This design comes from an exercise in tuning for small area and a short achievable clock period on the open sky130 flow, not from production work.
At most, simulation tests tie the RTL to the original design; equivalence was not proved.

// matrix_multiplication
module matrix_multiplication (
    input clk,
    input reset,
    input start,
    input [127:0] A,
    input [127:0] B,
    output reg [127:0] C,
    output reg done
);
Size: ~7,700 cells after synthesis, roughly 390 I/O pins, about 85,000 µm² of cells after synthesis.
clock: 11.0 ns
lec_check: 0
cap_margin: 0
core_margin: 2
core_utilization: 40
slew_margin: 0
synth_hierarchical: 1
standard.sh (not shown) runs the stock make flow with config.mk's settings and CLKGATE_MAP_FILE= SYNTH_SCRIPT=/design/flow/synth_recipe.tcl, a recipe that flattens the netlist after the stock synthesis.
==> flow/flow/run.sh <==
#!/bin/bash
# Standard synthesis, then a drive-strength pass on the netlist, then the
# standard layout steps; flow/extra.args holds the make settings for them
# (@HERE@ stands for this work folder).
set -euo pipefail
HERE=$(pwd)
R=$HERE/orfs/results/sky130hd/matrix_multiplication/base
EXTRA=()
if [[ -f flow/extra.args ]]; then
  while read -r line; do [[ -n "$line" ]] && EXTRA+=("${line//@HERE@/$HERE}"); done < flow/extra.args
fi
bash standard.sh synth > "$HERE/log_1_synth.txt" 2>&1
cp "$R/1_2_yosys.v" "$HERE/synth_standard.v"
python3 flow/resize.py "$R/1_2_yosys.v" > "$HERE/log_1_resize.txt" 2>&1
rm -f "$R/1_synth.odb" "$R/1_synth.sdc"
bash standard.sh "${EXTRA[@]}" finish > "$HERE/log_2_layout.txt" 2>&1
==> flow/flow/extra.args <==
DONT_BUFFER_PORTS=1
PRE_GLOBAL_PLACE_TCL=@HERE@/flow/pre_gpl.tcl
POST_GLOBAL_PLACE_TCL=@HERE@/flow/post_gpl.tcl
REMOVE_ABC_BUFFERS=1
SETUP_SLACK_MARGIN=3
SKIP_INCREMENTAL_REPAIR=1
==> flow/flow/post_gpl.tcl <==
# Let the later steps size the port buffers like any other cell.
foreach inst $::my_port_bufs { unset_dont_touch $inst }
==> flow/flow/pre_gpl.tcl <==
# Port buffers: a strong one on each input (the inputs fan out widely) and
# a small one on each output. Synthesis buffers are removed first, as the
# standard step does before it buffers the ports; the port buffers are then
# kept through that step's remove_buffers and freed for sizing afterwards.
remove_buffers
buffer_ports -inputs -buffer_cell sky130_fd_sc_hd__buf_4
buffer_ports -outputs -buffer_cell sky130_fd_sc_hd__buf_1
set ::my_port_bufs {}
foreach inst [get_cells -quiet {input* output*}] {
  lappend ::my_port_bufs $inst
  set_dont_touch $inst
}
puts "port buffers kept: [llength $::my_port_bufs]"
==> flow/flow/resize.py <==
#!/usr/bin/env python3
"""Drive-strength pass on the synthesized netlist: cells that synthesis
picked at a larger drive than their loads need are set to the _1 size.
Only the cell's size changes; its function and pins stay the same."""
import re
import sys

SWAP = {
    'sky130_fd_sc_hd__a22oi_2': 'sky130_fd_sc_hd__a22oi_1',
    'sky130_fd_sc_hd__mux2_2': 'sky130_fd_sc_hd__mux2_1',
    'sky130_fd_sc_hd__a21oi_2': 'sky130_fd_sc_hd__a21oi_1',
}
path = sys.argv[1]
text = open(path).read()
counts = {}


def sub(m):
    counts[m.group(1)] = counts.get(m.group(1), 0) + 1
    return SWAP[m.group(1)] + m.group(2)


pat = re.compile(r'\b(' + '|'.join(re.escape(k) for k in SWAP) + r')(\s+[^\s(]+\s*\()')
text = pat.sub(sub, text)
open(path, 'w').write(text)
for k, v in sorted(counts.items()):
    print(f'{k} -> {SWAP[k]}: {v}')
Rerun with:
Settings changed: CORE_UTILIZATION 40 to 50.
Result: Design area goes down by 2.0%. Worst setup slack gets better by 34 ps. Routed wire length goes down by 4.6%. Utilization goes up by 11 points. Worst hold slack stays flat. Register-to-register slack gets better by 200 ps.
Rerun with:
--- a/flow/flow/run.sh
+++ b/flow/flow/run.sh
@@ -3,2 +3 @@
-# standard layout steps; flow/extra.args holds the make settings for them
-# (@HERE@ stands for this work folder).
+# standard layout steps; flow/extra.args holds the make settings for them.
@@ -10 +9 @@
-  while read -r line; do [[ -n "$line" ]] && EXTRA+=("${line//@HERE@/$HERE}"); done < flow/extra.args
+  while read -r line; do [[ -n "$line" ]] && EXTRA+=("$line"); done < flow/extra.args
==> flow/flow/extra.args (replaced) <==
BUFFER_PORTS_ARGS=-buffer_cell sky130_fd_sc_hd__buf_2
SETUP_SLACK_MARGIN=3
Settings changed: CAP_MARGIN 0 to 20, CORE_UTILIZATION 50 to 40, SLEW_MARGIN 0 to 20.
removed: flow/flow/post_gpl.tcl
removed: flow/flow/pre_gpl.tcl
Result: Sequential share of layout area shrinks by 0.23 points; via count grows by 4.7%; area after synthesis stays the same.
Rerun with:
==> flow/flow/extra.args (replaced) <==
DONT_BUFFER_PORTS=1
PRE_GLOBAL_PLACE_TCL=@HERE@/flow/pre_gpl.tcl
POST_GLOBAL_PLACE_TCL=@HERE@/flow/post_gpl.tcl
REMOVE_ABC_BUFFERS=1
SETUP_SLACK_MARGIN=3
==> flow/flow/post_gpl.tcl (new file) <==
# Let the later steps size the port buffers like any other cell.
foreach inst $::my_port_bufs { unset_dont_touch $inst }
==> flow/flow/pre_gpl.tcl (new file) <==
# Port buffers: a strong one on each input (the inputs fan out widely) and
# a small one on each output. Synthesis buffers are removed first, as the
# standard step does before it buffers the ports; the port buffers are then
# kept through that step's remove_buffers and freed for sizing afterwards.
remove_buffers
buffer_ports -inputs -buffer_cell sky130_fd_sc_hd__buf_4
buffer_ports -outputs -buffer_cell sky130_fd_sc_hd__buf_1
set ::my_port_bufs {}
foreach inst [get_cells -quiet {input* output*}] {
  lappend ::my_port_bufs $inst
  set_dont_touch $inst
}
puts "port buffers kept: [llength $::my_port_bufs]"
Settings changed: CAP_MARGIN 20 to 0, SLEW_MARGIN 20 to 0.
Result:
- The new run aborted during 3_3_place_gp
- synthesized area stays the same
- synthesized cell count does not change
Rerun with:
--- a/flow/flow/run.sh
+++ b/flow/flow/run.sh
@@ -3 +3 @@
-# standard layout steps; flow/extra.args holds the make settings for them.
+# standard layout steps with small port buffers.
==> flow/flow/extra.args (replaced) <==
BUFFER_PORTS_ARGS=-buffer_cell sky130_fd_sc_hd__buf_2
SETUP_SLACK_MARGIN=3
Settings changed: CAP_MARGIN 0 to 20, SLEW_MARGIN 0 to 20.
removed: flow/flow/post_gpl.tcl
removed: flow/flow/pre_gpl.tcl
Now the flow completed with no timing, DRC or antenna violations. Synthesized area is unchanged. Synthesized cell count does not change.
Rerun with:
--- a/flow/flow/run.sh
+++ b/flow/flow/run.sh
@@ -3 +3,2 @@
-# standard layout steps with small port buffers.
+# standard layout steps; flow/extra.args holds the make settings for them
+# (@HERE@ stands for this work folder).
@@ -9 +10 @@
-  while read -r line; do [[ -n "$line" ]] && EXTRA+=("$line"); done < flow/extra.args
+  while read -r line; do [[ -n "$line" ]] && EXTRA+=("${line//@HERE@/$HERE}"); done < flow/extra.args
==> flow/flow/extra.args (replaced) <==
DONT_BUFFER_PORTS=1
PRE_GLOBAL_PLACE_TCL=@HERE@/flow/pre_gpl.tcl
POST_GLOBAL_PLACE_TCL=@HERE@/flow/post_gpl.tcl
REMOVE_ABC_BUFFERS=1
SETUP_SLACK_MARGIN=2.5
==> flow/flow/post_gpl.tcl (new file) <==
# Let the later steps size the port buffers like any other cell.
foreach inst $::my_port_bufs { unset_dont_touch $inst }
==> flow/flow/pre_gpl.tcl (new file) <==
# Port buffers: a strong one on each input (the inputs fan out widely) and
# a small one on each output. Synthesis buffers are removed first, as the
# standard step does before it buffers the ports; the port buffers are then
# kept through that step's remove_buffers and freed for sizing afterwards.
remove_buffers
buffer_ports -inputs -buffer_cell sky130_fd_sc_hd__buf_4
buffer_ports -outputs -buffer_cell sky130_fd_sc_hd__buf_1
set ::my_port_bufs {}
foreach inst [get_cells -quiet {input* output*}] {
  lappend ::my_port_bufs $inst
  set_dont_touch $inst
}
puts "port buffers kept: [llength $::my_port_bufs]"
Settings changed: CAP_MARGIN 20 to 0, SLEW_MARGIN 20 to 0.
The new run passed the timing, design-rule and antenna checks.
Setup slack is worse by 390 ps.
Synthesized area stays the same.
Global-route usage falls by 1.6 points.
Cell area decreases by a few percent.
Die area is unchanged.
Wire length falls by a few percent.
Register-to-register slack is about the same.
Sequential cell count stays the same.
Cell count fell by a few percent.
Via count falls by a few percent.

* * *

== east ==
matrix_multiplication, a different RTL version from the one above (not shown whole).
For scale: roughly 7900 cells after synthesis, about 390 I/O pins.
## matrix_multiplication
module matrix_multiplication (
    input clk,
    input reset,
    input start,
    input [127:0] A,
    input [127:0] B,
    output reg [127:0] C,
    output reg done
);
Settings: LEC_CHECK=0, CAP_MARGIN=20, CORE_MARGIN=2, CORE_UTILIZATION=40, SLEW_MARGIN=20, SYNTH_HIERARCHICAL=1; clock period 11.0 ns.
==> flow/flow/run.sh <==
#!/bin/bash
# Standard synthesis, then a drive-strength pass on the netlist, then the
# standard layout steps with small port buffers.
set -euo pipefail
HERE=$(pwd)
R=$HERE/orfs/results/sky130hd/matrix_multiplication/base
EXTRA=()
if [[ -f flow/extra.args ]]; then
  while read -r line; do [[ -n "$line" ]] && EXTRA+=("$line"); done < flow/extra.args
fi
bash standard.sh synth > "$HERE/log_1_synth.txt" 2>&1
cp "$R/1_2_yosys.v" "$HERE/synth_standard.v"
python3 flow/resize.py "$R/1_2_yosys.v" > "$HERE/log_1_resize.txt" 2>&1
rm -f "$R/1_synth.odb" "$R/1_synth.sdc"
bash standard.sh "${EXTRA[@]}" finish > "$HERE/log_2_layout.txt" 2>&1
==> flow/flow/extra.args <==
BUFFER_PORTS_ARGS=-buffer_cell sky130_fd_sc_hd__buf_2
SETUP_SLACK_MARGIN=2
==> flow/flow/resize.py <==
#!/usr/bin/env python3
"""Drive-strength pass on the synthesized netlist: cells that synthesis
picked at a larger drive than their loads need are set to the _1 size.
Only the cell's size changes; its function and pins stay the same."""
import re
import sys

SWAP = {
    'sky130_fd_sc_hd__a22oi_2': 'sky130_fd_sc_hd__a22oi_1',
    'sky130_fd_sc_hd__mux2_2': 'sky130_fd_sc_hd__mux2_1',
}
path = sys.argv[1]
text = open(path).read()
counts = {}


def sub(m):
    counts[m.group(1)] = counts.get(m.group(1), 0) + 1
    return SWAP[m.group(1)] + m.group(2)


pat = re.compile(r'\b(' + '|'.join(re.escape(k) for k in SWAP) + r')(\s+[^\s(]+\s*\()')
text = pat.sub(sub, text)
open(path, 'w').write(text)
for k, v in sorted(counts.items()):
    print(f'{k} -> {SWAP[k]}: {v}')
east went all the way through synthesis, placement and routing and the layout is clean on timing, DRC and antenna.
Changes in west relative to east:
==> flow/flow/extra.args <==
BUFFER_PORTS_ARGS=-buffer_cell sky130_fd_sc_hd__buf_2
Findings:
From east to west the numbers moved as follows: number of DRC markers in iteration 0 went down by 9.0%; detailed-route via count lost about 0.9%. Cell count: west lower than east. east → west: maximum achievable frequency lost 7.7%, average wire length per cell after detail routing picked up an extra 0.66%, critical path depth picked up an extra about 5%, placement-stage worst setup slack picked up an extra 0.53 ns, slew at the pin closest to its max-slew limit picked up an extra 0.22 ns. Re area of the multi-input gates: east was higher than west.
No run of this note included a check of the RTL's function; only the layout flow was run.

separate check: timing with driven ports:
In the flow no input, the clock included, has a driving cell. The finished layouts below were timed again as built, in two steps.
Step 1 (the two cells are an assumption about what drives the block):
set clk [get_ports {clk}]
set_driving_cell -lib_cell sky130_fd_sc_hd__clkbuf_16 $clk
set_driving_cell -lib_cell sky130_fd_sc_hd__buf_2 [delete_from_list [all_inputs] $clk]
Step 2 times the ports against the registers' clock, not the clock port: input delays grow and output delays shrink by t, the midpoint of the rising clock arrivals with the driver on.
Slacks: ideal ports / drivers / drivers and shift; pairs: ideal ports / drivers.
run | shift t [ns] | setup slack, ns | worst slew at a driven data input, ns
the first run of note 1 | 0.641 | 2.703 / 2.501 / 1.860 | 0.37
the second run of note 1 | 0.618 | 2.737 / 2.447 / 1.829 | 0.49
the third run of note 1 | 0.629 | 2.883 / 2.632 / 2.003 | 0.50
the fifth run of note 1 | 0.629 | 2.883 / 2.632 / 2.003 | 0.50
the sixth run of note 1 | 0.649 | 2.489 / 2.353 / 1.705 | 0.38
east | 0.655 | 2.029 / 1.840 / 1.184 | 0.34
west | 0.663 | 1.277 / 1.343 / 0.681 | 0.27
After both steps setup and hold are still met in every run listed. The setup slack of the second run of note 1, which loses most, moves by -0.290 ns with the drivers and by -0.908 ns with both steps.
